This is an optimization exercise on Yosys and OpenROAD, whose aim is small area, not a production implementation.
In this exercise RTL edits were held to simulation tests only and were not proved equivalent to the original.
The clock port is modelled as an ideal driver, which makes a skipped or thinned clock tree look cheaper than it is; a real chip needs a root buffer or a tree.
Power figures rest on the tool's default switching activity, not on a simulated workload.

## 03-03
==> module keyboard_scan, before the edit <==
module keyboard_scan(
    input                clk,
    input                rstn,
    input        [3 :0]  col,
    output       [3 :0]  row,
    output reg   [3 :0]  cap,
    output reg           init,
    output               upd,
    output       [1 :0]  sel,
    output       [3 :0]  phase
);
reg [1:0] l;
reg [9:0] hs;                        
wire [9:0] h = hs ^ 10'b1010101010;
reg       hp;
reg [1:0] ri;
wire h_end = h[7] & h[6] & h[4] & h[3] & ~h[2] & h[0];                  
wire h_pls = ~h[9] & h[8] & ~h[7] & ~h[4] & ~h[3] & h[2] & ~h[1] & h[0];  
wire h_w   = h[9] & h[7] & h[6] & h[4] & ~h[2] & ~h[1] & h[0];           
wire wrap = h_end & (l == 2'd3);
wire rot  = wrap & hp;
always @(posedge clk) begin
    if (!rstn) begin
        l    <= 2'd0;
        hs   <= 10'b1010101010;      
        hp   <= 1'b1;
        ri   <= 2'd0;
        init <= 1'b1;
    end else begin
        l <= l + 2'd1;
        hs <= (h_end ? 10'd0 : {h[8:0], ~(h[9] ^ h[2])}) ^ 10'b1010101010;
        {ri, hp} <= {ri, hp} + wrap;
        if (rot)
            init <= 1'b0;
    end
end
always @(posedge clk)
    if (!hp) cap <= col;
assign upd   = hp & h_w & (h[5] ^ ri[1]);    
assign sel   = l;
assign row   = ~(4'b0001 << ri);
wire       pls = ~hp & (l == 2'd2) & h_pls & rstn;
wire [3:0] oh  = 4'b0001 << ri;
assign phase = {4{pls}} & {oh[1:0], oh[3:2]};
endmodule
==> module keyboard_filter, before the edit <==
module keyboard_filter(
    input           clk,
    input  [3 : 0]  cap,
    input           init,
    input           upd,
    input  [1 : 0]  sel,
    input  [3 : 0]  phase,
    output [15: 0]  key_pulse
);
localparam [5:0] REL = 6'd0;
reg  [95:0] ring;    
wire [5:0] cur = ring[95:90];
wire       rel = cap[sel];
reg  [5:0] nxt;
always @(*) begin
    if (init | (upd & rel))
        nxt = REL;
    else if (upd)
        nxt = (cur[5] & cur[4] & cur[3] & cur[1] & cur[0]) ? cur : {cur[4:0], ~(cur[5] ^ cur[0])};
    else
        nxt = cur;
end
always @(posedge clk)
    ring <= {ring[89:0], nxt};
localparam integer M01 = 90;
localparam integer M23 = 310;
genvar c;
generate
    for (c = 0; c < 4; c = c + 1) begin : g_pulse
        localparam integer Q01 = (c + 4 - M01 % 4) % 4;
        localparam integer Q23 = (c + 4 - M23 % 4) % 4;
        localparam integer P01 = (13 + 32 - M01 % 16 - Q01) % 16;
        localparam integer P23 = (13 + 32 - M23 % 16 - Q23) % 16;
        wire [5:0] k01 = ring[6*P01 +: 6];
        wire [5:0] k23 = ring[6*P23 +: 6];
        wire t01 = k01[5] & k01[4] & k01[3] & k01[2];
        wire t23 = k23[5] & k23[4] & k23[3] & k23[2];
        assign key_pulse[c]      = phase[0] & t01;
        assign key_pulse[4 + c]  = phase[1] & t01;
        assign key_pulse[8 + c]  = phase[2] & t23;
        assign key_pulse[12 + c] = phase[3] & t23;
    end
endgenerate
endmodule
==> flow/config.mk <==
export PLATFORM = sky130hd
export DESIGN_NAME = keyboard
export DESIGN_NICKNAME = keyboard
export VERILOG_FILES = /design/flow/design.v
export SDC_FILE = /design/flow/constraint.sdc
export NUM_CORES = 4
export LEC_CHECK = 0
export CAP_MARGIN = 20
export CORE_MARGIN = 2
export CORE_UTILIZATION = 70
export PLACE_DENSITY = 0.8
export SLEW_MARGIN = 20
==> flow/constraint.sdc <==
create_clock -name core_clock -period 10.0 [get_ports {clk}]
set_input_delay 2.0000 -clock core_clock [delete_from_list [all_inputs] [get_ports {clk}]]
set_output_delay 2.0000 -clock core_clock [all_outputs]
set_load 0.01 [all_outputs]
standard.sh (not shown) runs the stock make flow with config.mk's settings and CLKGATE_MAP_FILE= SYNTH_SCRIPT=/design/flow/synth_recipe.tcl, a recipe that flattens the netlist after the stock synthesis.
==> flow/flow/run.sh <==
#!/bin/bash
# Standard ORFS layout with these changes:
#  - after the standard synthesis, flow/remap.tcl re-maps its combinational
#    logic for area with Yosys/ABC (flow/remap.abc); the flip-flops are kept as
#    the standard synthesis made them. The standard netlist is kept as
#    1_2_yosys_standard.v beside the re-mapped 1_2_yosys.v;
#  - optionally (RMP_PASSES > 0) flow/restructure.tcl re-maps the logic again
#    with OpenROAD's restructure after floorplanning;
#  - flow/clocktree.tcl builds the clock tree by hand in place of TritonCTS;
#  - the port buffers are sky130_fd_sc_hd__buf_1.
# Each tool's output goes to a log in this folder (ORFS also keeps its step
# logs under orfs/logs).
set -euo pipefail
here=$(pwd)
res=$here/orfs/results/$FLOW_PLATFORM/keyboard/base
lib=$FLOW_HOME/platforms/$FLOW_PLATFORM/lib/sky130_fd_sc_hd__tt_025C_1v80.lib

bash standard.sh synth > synth.log 2>&1

python3 flow/libmodels.py $lib cell_models.v > libmodels.log 2>&1
cp $res/1_2_yosys.v $res/1_2_yosys_standard.v
dont_use=$(sed -n '/^export DONT_USE_CELLS += /,/^$/p' $FLOW_HOME/platforms/$FLOW_PLATFORM/config.mk | tr -d '\\' | tr ' ' '\n' | grep '^sky130' | tr '\n' ' ')
REMAP_IN=$res/1_2_yosys_standard.v REMAP_OUT=$res/1_2_yosys.v REMAP_CELLS=$here/cell_models.v \
  REMAP_ABC=$here/flow/remap.abc REMAP_LIB=$lib REMAP_DONT_USE="$dont_use" \
  yosys -c flow/remap.tcl > remap.log 2>&1

export CLK_SLEW_TARGET=0.12
export CLK_BUFS="sky130_fd_sc_hd__clkbuf_2 sky130_fd_sc_hd__clkbuf_4 sky130_fd_sc_hd__clkbuf_8 sky130_fd_sc_hd__clkbuf_16"
export CLK_ROOT_BUFS="sky130_fd_sc_hd__clkbuf_2 sky130_fd_sc_hd__clkbuf_4 sky130_fd_sc_hd__clkbuf_8"
export RMP_PASSES=${RMP_PASSES:-0}
hooks="PRE_CTS_TCL=$here/flow/clocktree.tcl"
if [ "$RMP_PASSES" -gt 0 ]; then hooks="$hooks POST_FLOORPLAN_TCL=$here/flow/restructure.tcl"; fi
bash standard.sh $hooks "BUFFER_PORTS_ARGS=-buffer_cell sky130_fd_sc_hd__buf_1" finish > standard_flow.log 2>&1
Other scripts of this flow, unchanged in this note and not shown: flow/flow/clocktree.tcl, flow/flow/libmodels.py, flow/flow/remap.abc, flow/flow/remap.tcl, flow/flow/restructure.tcl
Here is what was changed in the inputs of 10-18 compared with 03-03.
==> flow/design.v <==
module keyboard_scan(
    input                clk,
    input                rstn,
    input        [3 :0]  col,
    output       [3 :0]  row,
    output reg   [3 :0]  cap,
    output reg           init,
    output               upd,
    output       [1 :0]  sel,
    output       [3 :0]  phase
);
reg [11:0] v;
reg        hp;
reg [1:0]  ri;
wire wrap = &v;
wire rot  = wrap & hp;
always @(posedge clk) begin
    if (!rstn) begin
        v    <= 12'd1596;
        hp   <= 1'b1;
        ri   <= 2'd0;
        init <= 1'b1;
    end else begin
        v <= wrap ? 12'd1596 : v + 12'd1;
        {ri, hp} <= {ri, hp} + wrap;
        if (rot)
            init <= 1'b0;
    end
end
always @(posedge clk)
    if (!hp) cap <= col;
assign upd   = hp & ~(v[11] | v[8] | v[7] | v[5] | v[4] | v[3]) & (v[2] == ri[1]);
assign sel   = v[1:0];
assign row   = ~(4'b0001 << ri);
wire       pls = ~hp & (v[10:0] == 11'd622);
wire [3:0] oh  = 4'b0001 << ri;
assign phase = {4{pls}} & {oh[1:0], oh[3:2]};
endmodule
module keyboard_filter(
    input           clk,
    input  [3 : 0]  cap,
    input           init,
    input           upd,
    input  [1 : 0]  sel,
    input  [3 : 0]  phase,
    output [15: 0]  key_pulse
);
localparam [5:0] REL = 6'd0;
reg  [95:0] ring;    
wire [5:0] cur = ring[95:90];
wire       rel = cap[sel];
reg  [5:0] nxt;
always @(*) begin
    if (init | (upd & rel))
        nxt = REL;
    else if (upd)
        nxt = (cur[5] & cur[4] & cur[2] & cur[1]) ? cur : cur + 6'd1;
    else
        nxt = cur;
end
always @(posedge clk)
    ring <= {ring[89:0], nxt};
genvar c;
generate
    for (c = 0; c < 4; c = c + 1) begin : g_pulse
        wire [5:0] k01 = ring[6*((13 - 4 - c) % 16) +: 6];
        wire [5:0] k23 = ring[6*((13 - 4 - c - 4) % 16) +: 6];
        wire t01 = k01[5] & k01[4] & k01[2] & k01[0];
        wire t23 = k23[5] & k23[4] & k23[2] & k23[0];
        assign key_pulse[c]      = phase[0] & t01;
        assign key_pulse[4 + c]  = phase[1] & t01;
        assign key_pulse[8 + c]  = phase[2] & t23;
        assign key_pulse[12 + c] = phase[3] & t23;
    end
endgenerate
endmodule
module keyboard(
    input             clk,
    input             rstn,
    input    [3 :0]   col,
    output   [3 :0]   row,
    output   [15:0]   key_pulse
);
wire [3:0] cap;
wire       init;
wire       upd;
wire [1:0] sel;
wire [3:0] phase;
keyboard_scan keyboard_scan(
     .clk(clk)
    ,.rstn(rstn)
    ,.col(col)
    ,.row(row)
    ,.cap(cap)
    ,.init(init)
    ,.upd(upd)
    ,.sel(sel)
    ,.phase(phase)
);
keyboard_filter keyboard_filter(
     .clk(clk)
    ,.cap(cap)
    ,.init(init)
    ,.upd(upd)
    ,.sel(sel)
    ,.phase(phase)
    ,.key_pulse(key_pulse)
);
endmodule
Notes after the runs:
- When the final numbers for 10-18 and 03-03 were put side by side, the number of global-route vias before repair turned out to be smaller in 10-18.
- Changes observed in 10-18 relative to 03-03: combinational power share rose 0.3 points; sequential share of layout area fell 1.9 points; area after synthesis rose 2.9%; die outline area rose 2.7%.
- Looking at 10-18 and 03-03, the power is a wash.
- | routed wire length | 10-18 vs 03-03 | 1.9% higher |
- Any difference in CTS clock-pin slew for the worst setup and hold paths between 10-18 and 03-03 is small enough to ignore.
- Between 03-03 and 10-18, the flow reports maximum operating frequency increasing by more than 10%.
- Net count of the finished layout was higher in the run labelled 10-18.
- 03-03 → 10-18: via count has increased, share of the final layout cell area in multi-input gates shows an increase of 2.1 points.
No run of this note takes its clock network from TritonCTS; it comes from the design's own scripts or RTL.

[static timing again, ports no longer ideal]
How much do the figures lean on ideal ports? The routed layouts below were timed once more, with nothing changed but the port constraints.
Step 1: set_driving_cell puts a clkbuf_16 on clk and a buf_2 on each other input, an assumption about the parent block.
Step 2, shift: input delay + t, output delay - t, t = (earliest + latest rising clock arrival at the registers) / 2. This alone moves slack from input paths to output paths.
Slacks: ideal ports / drivers / drivers and shift; pairs: ideal ports / drivers.
| run | t, ns | setup slack, ns | pins driven straight from the clock port |
|---|---|---|---|
| 03-03 | 0.452 | 4.656 / 4.632 / 4.632 | 1 |
| 10-18 | 0.524 | 5.584 / 5.561 / 6.085 | 1 |
After both steps setup and hold are still met in every run listed. The setup slack of 03-03, which loses most, moves by -0.024 ns with the drivers and by -0.024 ns with both steps.
